What follows belongs to an exercise in optimizing a design on an open flow for a short achievable clock period; a production flow would make more cautious choices.
The RTL was checked by simulation tests, not by an equivalence proof against the original design.
Power figures rest on the tool's default switching activity, not on a simulated workload.

**flow/flow/run.sh**
```bash
#!/bin/bash
# Standard ORFS layout (the standard.sh) with a custom synthesis step:
#  - no full/half-adder extraction (ADDER_MAP_FILE empty), so ABC sees the whole adder;
set -euo pipefail
here=$(pwd)
export MY_ABC_SCRIPT=$here/flow/abc.script
bash standard.sh SYNTH_SCRIPT=$here/flow/my_synth.tcl ADDER_MAP_FILE= finish 2>&1 | tee $here/make.log
test -f out/final.def
```
**flow/flow/abc.script**
```
strash
dch -f
map -p
topo
buffer -p -c
upsize -c
dnsize -c
stime -c
```
**flow/flow/my_synth.tcl**
```tcl
# The standard flow's synthesis script (synth_recipe.tcl) with one change: Yosys's abc call
# uses the ABC script named by MY_ABC_SCRIPT instead of ORFS's speed script.
proc synth {args} { yosys synth -nofsm -noshare {*}$args }
proc abc {args} {
  if {[info exists ::env(MY_ABC_SCRIPT)] && $::env(MY_ABC_SCRIPT) ne ""} {
    set i [lsearch -exact $args -script]
    if {$i >= 0} { set args [lreplace $args $i [expr {$i+1}] -script $::env(MY_ABC_SCRIPT)] }
  }
  puts "MY_ABC: $args"
  yosys abc {*}$args
}
source $::env(SCRIPTS_DIR)/synth.tcl
# left out here: clear keep_hierarchy, flatten, clean up, hide names made inside functions, write 1_2_yosys.v
```
**flow/standard.sh**
```bash
#!/bin/bash
# synth_recipe.tcl (not shown) runs the flow's synth.tcl, then flattens the netlist and writes it again
# the make line also repeats each setting of config.mk as NAME=value (left out here)
make -C /OpenROAD-flow-scripts/flow DESIGN_CONFIG=/design/flow/config.mk WORK_HOME=/design/flow/orfs CLKGATE_MAP_FILE= SYNTH_SCRIPT=/design/flow/synth_recipe.tcl "${@:-finish}"
```
**flow/config.mk**
```make
export PLATFORM = sky130hd
export DESIGN_NAME = Basic_ALU
export DESIGN_NICKNAME = Basic_ALU
export VERILOG_FILES = /design/flow/design.v
export SDC_FILE = /design/flow/constraint.sdc
export NUM_CORES = 4
export LEC_CHECK = 0
export CAP_MARGIN = 20
export CORE_MARGIN = 2
export CORE_UTILIZATION = 40
export SETUP_SLACK_MARGIN = 4
export SLEW_MARGIN = 20
```
**flow/constraint.sdc**
```tcl
create_clock -name core_clock -period 6.0 [get_ports {clock}]
set_input_delay 1.2000 -clock core_clock [delete_from_list [all_inputs] [get_ports {clock}]]
set_output_delay 1.2000 -clock core_clock [all_outputs]
set_load 0.01 [all_outputs]
```
**flow/design.v**
```verilog
module Basic_ALU (
    clock,
    reset,
    enable,
    aluin1,
    aluin2,
    aluoperation,
    aluopselect,
    aluout
);
    input               clock, reset, enable;
    input      [31:0]   aluin1, aluin2;
    input      [2:0]    aluoperation, aluopselect;
    output reg [32:0]   aluout;
    wire [31:0] a = aluin1;
    wire [31:0] b = aluin2;
    wire is_add = (aluoperation == 3'd1);
    wire is_sub = (aluoperation == 3'd2);
    wire is_not = (aluoperation == 3'd3);
    wire is_and = (aluoperation == 3'd4);
    wire is_or  = (aluoperation == 3'd5);
    wire is_xor = (aluoperation == 3'd6);
    wire is_op  = is_add | is_sub | is_not | is_and | is_or | is_xor;
    wire [31:0] ga0 = a & b;
    wire [31:0] ta0 = a | b;
    wire [31:0] gs_raw = a & ~b;
    wire [31:0] ts0 = a | ~b;
    wire [31:0] gs0 = {gs_raw[31:1], ts0[0]};
    wire [31:0] ga1, ta1, ga2, ta2, ga3, ta3, ga4, ta4, ga5;
    wire [31:0] gs1, ts1, gs2, ts2, gs3, ts3, gs4, ts4, gs5;
    genvar i;
    generate
        for (i = 0; i < 32; i = i + 1) begin : ks
            if (i >= 1) begin : l1
                assign ga1[i] = ga0[i] | (ta0[i] & ga0[i-1]);
                assign ta1[i] = ta0[i] & ta0[i-1];
                assign gs1[i] = gs0[i] | (ts0[i] & gs0[i-1]);
                assign ts1[i] = ts0[i] & ts0[i-1];
            end else begin : l1p
                assign ga1[i] = ga0[i];
                assign ta1[i] = ta0[i];
                assign gs1[i] = gs0[i];
                assign ts1[i] = ts0[i];
            end
            if (i >= 2) begin : l2
                assign ga2[i] = ga1[i] | (ta1[i] & ga1[i-2]);
                assign ta2[i] = ta1[i] & ta1[i-2];
                assign gs2[i] = gs1[i] | (ts1[i] & gs1[i-2]);
                assign ts2[i] = ts1[i] & ts1[i-2];
            end else begin : l2p
                assign ga2[i] = ga1[i];
                assign ta2[i] = ta1[i];
                assign gs2[i] = gs1[i];
                assign ts2[i] = ts1[i];
            end
            if (i >= 4) begin : l3
                assign ga3[i] = ga2[i] | (ta2[i] & ga2[i-4]);
                assign ta3[i] = ta2[i] & ta2[i-4];
                assign gs3[i] = gs2[i] | (ts2[i] & gs2[i-4]);
                assign ts3[i] = ts2[i] & ts2[i-4];
            end else begin : l3p
                assign ga3[i] = ga2[i];
                assign ta3[i] = ta2[i];
                assign gs3[i] = gs2[i];
                assign ts3[i] = ts2[i];
            end
            if (i >= 8) begin : l4
                assign ga4[i] = ga3[i] | (ta3[i] & ga3[i-8]);
                assign ta4[i] = ta3[i] & ta3[i-8];
                assign gs4[i] = gs3[i] | (ts3[i] & gs3[i-8]);
                assign ts4[i] = ts3[i] & ts3[i-8];
            end else begin : l4p
                assign ga4[i] = ga3[i];
                assign ta4[i] = ta3[i];
                assign gs4[i] = gs3[i];
                assign ts4[i] = ts3[i];
            end
            if (i >= 16) begin : l5
                assign ga5[i] = ga4[i] | (ta4[i] & ga4[i-16]);
                assign gs5[i] = gs4[i] | (ts4[i] & gs4[i-16]);
            end else begin : l5p
                assign ga5[i] = ga4[i];
                assign gs5[i] = gs4[i];
            end
        end
    endgenerate
    wire [32:0] ca = {ga5, 1'b0};
    wire [32:0] cs = {gs5, 1'b1};
    wire [31:0] px = a ^ b;
    wire load   = ~reset & enable & is_op;
    wire sel_a  = ~reset & enable & is_add;
    wire sel_s  = ~reset & enable & is_sub;
    wire sel_l  = ~reset & enable & (is_not | is_and | is_or | is_xor);
    wire hold   = ~reset & ~load;
    wire [31:0] logic_res = ({32{is_not}} & ~b)
                          | ({32{is_and}} & (a & b))
                          | ({32{is_or}}  & (a | b))
                          | ({32{is_xor}} & px);
    wire [31:0] other = ({32{sel_l}} & logic_res) | ({32{hold}} & aluout[31:0]);
    wire [31:0] add_res = px ^ ca[31:0];
    wire [31:0] sub_res = ~px ^ cs[31:0];
    wire [31:0] nxt_lo = ({32{sel_a}} & add_res) | ({32{sel_s}} & sub_res) | other;
    wire        nxt_hi = (sel_a & ca[32]) | (sel_s & ~cs[32]) | (hold & aluout[32]);
    always @(posedge clock) begin
        aluout <= {nxt_hi, nxt_lo};
    end
endmodule
```
==> metrics.yaml, run 1 <==
power_and_ir_drop:
  peakVddDrop_uv: 106
  clockPowerShare_pct: 16.3
  cellPowerDensity_nw_per_um2: 132
  power_report.internal_total_mw: 0.954
  combinationalPowerShare_pct: 70.3
  power.switching_mw: 0.952
  switching_share_pct: 50.0
  p_leak_nw: 5.80
  power.sequential.fraction_pct: 13.4
  p_total_mw: 1.91
finish:
  layout.filler_cells: 1487
  final_nets: 1591
  area_growth_pct: 75.8
  layout.core_utilization_pct: 71.6
  final_layout_size_suffix_gt1_share_pct: 52.0
  max_flop_register: "aluout"
  largest_register_ff_count: 33
  final_cells: 1790
  reg.largest.list: "aluout (33)"
  multiInputGateArea_um2: 9180
  register_area_um2: 698
synth:
  syn_nets: 1354
  ys_warn_count: 1
  yosys-top-cells-count: "nand2_1, inv_1, a21oi_1, nor2_1, nand4_1"
  synth_top_cells_by_area: "dfxtp_1, nand2_1, nand4_1"
  yosys_most_used_dff: "dfxtp_1"
  synth.distinct_cells: 75
  synth_seq_area_share_pct: 8.02
  synth_enable_flop_cells: 0
  synth_async_sr_flop_share_pct: 0
  cells_after_synth: 1281
  number_of_flip_flops_and_latches_in_the_synthesized_netlist: 33
  synth_most_common_cell: "nand2_1"
  synth_largest_area_cell: "dfxtp_1"
  synthesis.area_per_instance_um2: 6.43
  mappedNetlistArea_um2: 8240
  synth_top_cell_area_share_pct: 8.02
clock_network:
  cts_tree: "yes"
  cts.sink_count: 33
  cts-root-buf: "clkbuf_16"
  worstSkewPairLatency_ns: 0.31
  cts_hold_buf: 0
  clock_path_buffers: 2
  cts_max_level: 2
  path_clk_slew_ns: 0.07
  tritoncts.num_buffers: 5
setup_path:
  timing.critical_path.from: "aluin1[13]"
  reg2reg_setup_slack_ns: 5.07
  worstSetupEndpoint: "aluout[27]$_DFF_P_"
  worstPathRequired_ns: 6.19
  timing.critical_path.arrival_ns: 2.79
  critical_path.max_fanout: 8
  reg2reg_to: "aluout[15]$_DFF_P_"
  start_kind: "input pin"
  crit_path_end_kind: "flip-flop"
  timing.rr.start: "aluout[15]$_DFF_P_"
  reg2reg_depth: 3
  criticalPathCategory: "input pin to flip-flop"
worst_hold_path:
  min_path_type: "flip-flop to flip-flop"
  min_from: "aluout[1]$_DFF_P_"
timing:
  final_max_slew_viol_count: 0
  max-slew-margin-rel_pct: 48.4
  totalNegativeSetupSlack_ns: 0
  rsz0062_at_grt: "yes"
  worst_pin_slew_ns: 0.769
  max_freq_ghz: 0.385
  holdWs_ns: 0.458
  fin_crit_ns: 2.60
  min_period_over_period_pct: 43.3
  report.final.hold_viol_count: 0
  timing.clock.skew_ns: 0
  final-setup-viol-count: 0
placement:
  post-dp-hpwl_um: 31700
  place.detailed.instances: 1551
  port_buffers: 102
  routabilityCongestion: 1.06
floorplanning:
  initial_cell_density_of_the_core_pct: 40.7
  die_h_um: 147
  design.die.area_um2: 21800
  design.portCount: 106
  core_area_um2: 20200
  floorplan.die.width_um: 147
  std_cell_rows: 52
detailed_routing:
  detail_route.wl_per_cell_um: 29.5
  drcViolationCount: 0
  drtAntennaViolNets: 0
  first_iter_violations: 1925
  totalWireLength_um: 52700
  via_per_inst: 7.25
  routed-via-count: 13000
  first_pass_iters: 10
grt:
  grt_usage_pct: 43.1
  global_route_wire_length_before_repair_um: 70800
  grt_antenna_before_repair: 2
  globalRoute.totalOverflow: 0
  grt_start_max_net_pins: 27
  number_of_global_route_vias_before_repair: 11400
status:
  outcome: "no timing/DRC/antenna violations"
flow_run:
  maxCapViolCount: 0
## cells by family (layout without fill, tap and decap cells)
group                  after synthesis  count (layout)  synth area share (%)
AND/OR/NAND/NOR                    482             489                  29.6
other                                0               1                     0
buffers and inverters              211             442                  11.3
multiplexers                         2               2                 0.243
flip-flops                          33              33                  8.02
AO/OA/AOI/OAI                      516             516                  46.4
XOR/XNOR                            37              37                  4.45
## power groups by stage
stage / Clock [mW] / Sequential (mW) / Combinational [mW]
after floorplan: 0 / 0.261 / 0.562
after global placement: 0 / 0.255 / 0.822
after detailed placement: 0 / 0.255 / 0.822
after CTS: 0.302 / 0.252 / 1.10
after global routing: 0.313 / 0.257 / 1.37
final: 0.310 / 0.255 / 1.34
## critical path: stages
cell and delay (ns):
buf_12 0.09, buf_4 0.13, o22a_4 0.20, nand2_1 0.13
nor2_2 0.19, nand2_1 0.27, a31oi_4 0.27, o21bai_1 0.12
nand3_2 0.10, nand3_1 0.09
## routing by layer
layer  part of all wire [%]  GRT usage (%)  vias up
li1                       -              -     5409
met1                     36           57.1     6017
met2                     40           62.8     1135
met3                     15           11.5      406
met4                    9.1           24.9        4
met5                  0.064              0        -
## area by class of cell
class | count | share of cell area [%]
multi-input cells | 1044 | 63.4
repair buffers | 327 | 25.0
flip-flops and latches | 33 | 4.82
inverters | 102 | 3.07
well taps | 270 | 2.33
clock buffers | 5 | 0.864
repair inverters | 5 | 0.320
clock inverters | 3 | 0.156
diodes | 1 | 0.0173
## worst min path at each step
| stage | to | slack (ns) | depth (start not counted) |
|---|---|---|---|
| after global placement | aluout[1]$_DFF_P_ | 0.46 | 1 |
| after global routing | aluout[1]$_DFF_P_ | 0.49 | 1 |
| after CTS | aluout[1]$_DFF_P_ | 0.46 | 1 |
| final | aluout[1]$_DFF_P_ | 0.46 | 1 |
| after detailed placement | aluout[1]$_DFF_P_ | 0.46 | 1 |
| after floorplan | aluout[1]$_DFF_P_ | 0.51 | 1 |
## metrics by stage
step | instance area [um2] | worst slack, ns
after floorplan | 8790 | 3.47
after global placement | 9430 | 1.91
after detailed placement | 9430 | 1.92
after CTS | 12600 | 3.54
after global routing | 14500 | 3.37
final | 14500 | 3.40
## timing repair
item                                   in CTS  in global routing
cloned                                     19                  8
endpoints found under the hold margin       0                  0
buffers inserted                          119                 84
setup endpoints to repair                  66                 44
gates resized for setup                  1035                236
pin swaps                                 114                134
## cells in the final DEF, fill, tap and decap left out, types with 28 or more instances in the layout
master and instances:
a21oi_1 46, a21oi_2 28, nor2b_1 33, buf_12 47, nand2b_4 34, nand4_1 71, inv_1 70, nand3_1 36
dfxtp_2 30, buf_2 31, xnor2_1 31, nor2_1 41, buf_4 158, nand2_2 34, nand2_1 98, buf_6 53
==> run 2: changes to the inputs <==
--- a/flow/config.mk
+++ b/flow/config.mk
@@ -9,4 +9,4 @@
 export CORE_MARGIN = 2
-export CORE_UTILIZATION = 40
-export SETUP_SLACK_MARGIN = 4
+export CORE_UTILIZATION = 20
+export SETUP_SLACK_MARGIN = 3.6
 export SLEW_MARGIN = 20
==> metrics.yaml, run 2 <==
timing:
  fin_crit_ns: 2.52
  totalNegativeSetupSlack_ns: 0
  rsz0062_at_grt: "yes"
  timing.clock.skew_ns: 0
  final_max_slew_viol_count: 0
  max_freq_ghz: 0.396
  min_period_over_period_pct: 42.1
  final-setup-viol-count: 0
  holdWs_ns: 0.497
  report.final.hold_viol_count: 0
  max-slew-margin-rel_pct: 51.8
  worst_pin_slew_ns: 0.717
detailed_routing:
  drcViolationCount: 0
  first_pass_iters: 5
  totalWireLength_um: 52600
  first_iter_violations: 1683
  routed-via-count: 12400
  drtAntennaViolNets: 0
  via_per_inst: 6.16
  detail_route.wl_per_cell_um: 26.3
synth:
  synth.area.mux_share_pct: 0.243
  number_of_flip_flops_and_latches_in_the_synthesized_netlist: 33
  synth.distinct_cells: 75
  synthXorXnorAreaFrac_pct: 4.45
  main_combinational_cell_family_by_area_after_synthesis: "compound AO/OA/AOI/OAI gates"
  synth_largest_area_cell: "dfxtp_1"
  synth_top_cell_area_share_pct: 8.02
  synthesis.area_per_instance_um2: 6.43
  ys_warn_count: 1
  syn_nets: 1354
  synth_most_common_cell: "nand2_1"
  synth_top_cells_by_area: "dfxtp_1, nand2_1, nand4_1"
  post_synth_fa_ha_maj_area_fraction_pct: 0
  yosys-top-cells-count: "nand2_1, inv_1, a21oi_1, nor2_1, nand4_1"
  synthesized_area_fraction_occupied_by_ao_oa_aoi_and_oai_cells_pct: 46.4
  synth_async_sr_flop_share_pct: 0
  mappedNetlistArea_um2: 8240
  synth_seq_area_share_pct: 8.02
  synth_enable_flop_cells: 0
  yosys_most_used_dff: "dfxtp_1"
  post_synth_and_or_nand_nor_area_fraction_pct: 29.6
  cells_after_synth: 1281
floorplanning:
  design.portCount: 106
  core_area_um2: 40700
  initial_cell_density_of_the_core_pct: 20.2
  design.die.area_um2: 42800
  die_h_um: 207
  std_cell_rows: 74
  floorplan.die.width_um: 207
setup_path:
  crit_path_end_kind: "flip-flop"
  reg2reg_setup_slack_ns: 5.18
  reg2reg_depth: 1
  critPathMaxStageDelay_ns: 0.34
  critical_path.max_fanout: 9
  criticalPathCategory: "input pin to flip-flop"
  timing.critical_path.cells: "buf_6 > inv_1 > o2bb2ai_1 > nand4_1 > a21oi_1 > o21bai_1 > nand2_1 > o21bai_1 > nand3_1 > nand3_2"
  reg2reg_to: "aluout[4]$_DFF_P_"
  crit_family: "compound AO/OA/AOI/OAI gates"
  worstPathRequired_ns: 6.19
  timing.critical_path.arrival_ns: 2.71
  timing.rr.start: "aluout[4]$_DFF_P_"
  start_kind: "input pin"
  critical_path.n_buffers_inverters: 2
  most_frequent_cell_on_the_critical_path: "o21bai_1"
  max_stage_delay_cell_worst_path: "a21oi_1"
finish:
  multiInputGateArea_um2: 8730
  area_growth_pct: 66.9
  register_area_um2: 662
  n_antenna_cell: 0
  final_cells: 2005
  largest_register_ff_count: 33
  final_layout_size_suffix_gt1_share_pct: 43.0
  layout.cells.most_common_list: "buf_4, nand2_1, nand4_1"
  layout_commonest_cell: "buf_4"
  final_nets: 1545
  layout.filler_cells: 4239
  max_flop_register: "aluout"
  reg.largest.list: "aluout (33)"
clock_network:
  path_clk_slew_ns: 0.07
  cts_max_level: 2
  tritoncts.num_buffers: 5
  cts_tree: "yes"
  clock_path_buffers: 2
  cts_hold_buf: 0
  cts-root-buf: "clkbuf_16"
  worstSkewPairLatency_ns: 0.30
  cts.sink_count: 33
status:
  outcome: "no timing/DRC/antenna violations"
power_and_ir_drop:
  p_leak_nw: 5.44
  cellPowerDensity_nw_per_um2: 129
  peakVddDrop_uv: 85.1
flow_run:
  maxCapViolCount: 0
grt:
  grt_antenna_before_repair: 0
  globalRoute.totalOverflow: 0
  global_route_wire_length_before_repair_um: 73100
  grt_usage_pct: 22.9
  grt_start_max_net_pins: 28
  number_of_global_route_vias_before_repair: 11300
worst_hold_path:
  worstHoldPathCells: 1
  holdPathEnd: "aluout[3]$_DFF_P_"
  min_path_type: "flip-flop to flip-flop"
  min_from: "aluout[3]$_DFF_P_"
placement:
  post-dp-hpwl_um: 35500
  port_buffers: 102
  place.detailed.instances: 1811
  routabilityCongestion: 0.977
[run 2: power breakdown]
group / internal, mW / switching (mW)
clock: 0.154 / 0.135
combinational: 0.505 / 0.723
sequential: 0.238 / 0.0179
[run 2: final cells by class]
type	count	area share (%)
Timing Repair Buffer	282	22.4
Clock buffer	6	0.937
Multi-Input combinational cell	1045	63.5
Tap cell	532	4.84
Clock inverter	2	0.0728
Timing Repair inverter	3	0.146
Inverter	102	3.33
Sequential cell	33	4.81
[run 2: worst max-delay path by stage]
stage	to	cells after the start	from
2_1_floorplan	aluout[2]$_DFF_P_	7	aluoperation[2]
3_3_place_gp	aluout[24]$_DFF_P_	7	aluoperation[0]
3_5_place_dp	aluout[24]$_DFF_P_	7	aluoperation[0]
4_1_cts	aluout[27]$_DFF_P_	9	aluin2[11]
5_1_grt	aluout[30]$_DFF_P_	11	aluin1[5]
6_report	aluout[31]$_DFF_P_	10	aluin1[15]
[run 2: per-layer routing]
metal  vias to the layer above  global-route usage [%]  part of all wire (%)
met5                         -                       0                     0
met3                       221                    3.20                    11
li1                       5296                       -                     -
met4                         0                    13.0                   6.4
met2                       862                    36.4                    44
met1                      5971                    29.6                    39
[run 2: what timing repair did]
action | CTS | global route
gates cloned | 13 | 10
pin swaps | 98 | 107
setup endpoints to repair | 65 | 33
setup buffers | 112 | 51
resized for setup | 820 | 193
[run 2: kinds of logic (layout without fill, tap and decap cells)]
kind of cell | Yosys count | after routing
AND/OR/NAND/NOR | 482 | 489
AO/OA/AOI/OAI | 516 | 517
buffers and inverters | 211 | 395
multiplexers | 2 | 2
flip-flops | 33 | 33
XOR/XNOR | 37 | 37
[run 2: per-stage QoR]
stage / setup WS (ns) / util, % / total power [mW] / instance area (um2)
after global placement: 1.46 / 23.9 / 1.09 / 9740
final: 3.48 / 33.7 / 1.77 / 13700
after floorplan: 3.47 / - / 0.823 / 8780
after detailed placement: 1.44 / 23.9 / 1.09 / 9740
after global routing: 3.45 / 33.7 / 1.83 / 13700
after CTS: 3.49 / 30.4 / 1.61 / 12400

-- re-timing with driven ports --
In the flow no input, the clock included, has a driving cell. The finished layouts below were timed again as built, in two steps.
Step 1: set_driving_cell puts a clkbuf_16 on clock and a buf_2 on each other input, an assumption about the parent block.
Step 2, shift: input delay + t, output delay - t, t = (earliest + latest rising clock arrival at the registers) / 2. This alone moves slack from input paths to output paths.
Three values: ideal ports, drivers, drivers and shift; two values: the first two.
run	t, ns	setup WS [ns]	worst data-port slew with drivers (ns)
run 1	0.361	3.404 / 3.384 / 3.022	0.16
run 2	0.357	3.477 / 3.408 / 3.050	0.19
After both steps setup and hold are still met in every run listed. For run 2, which loses most, drivers alone change the setup slack by -0.069 ns; drivers and shift together by -0.427 ns.
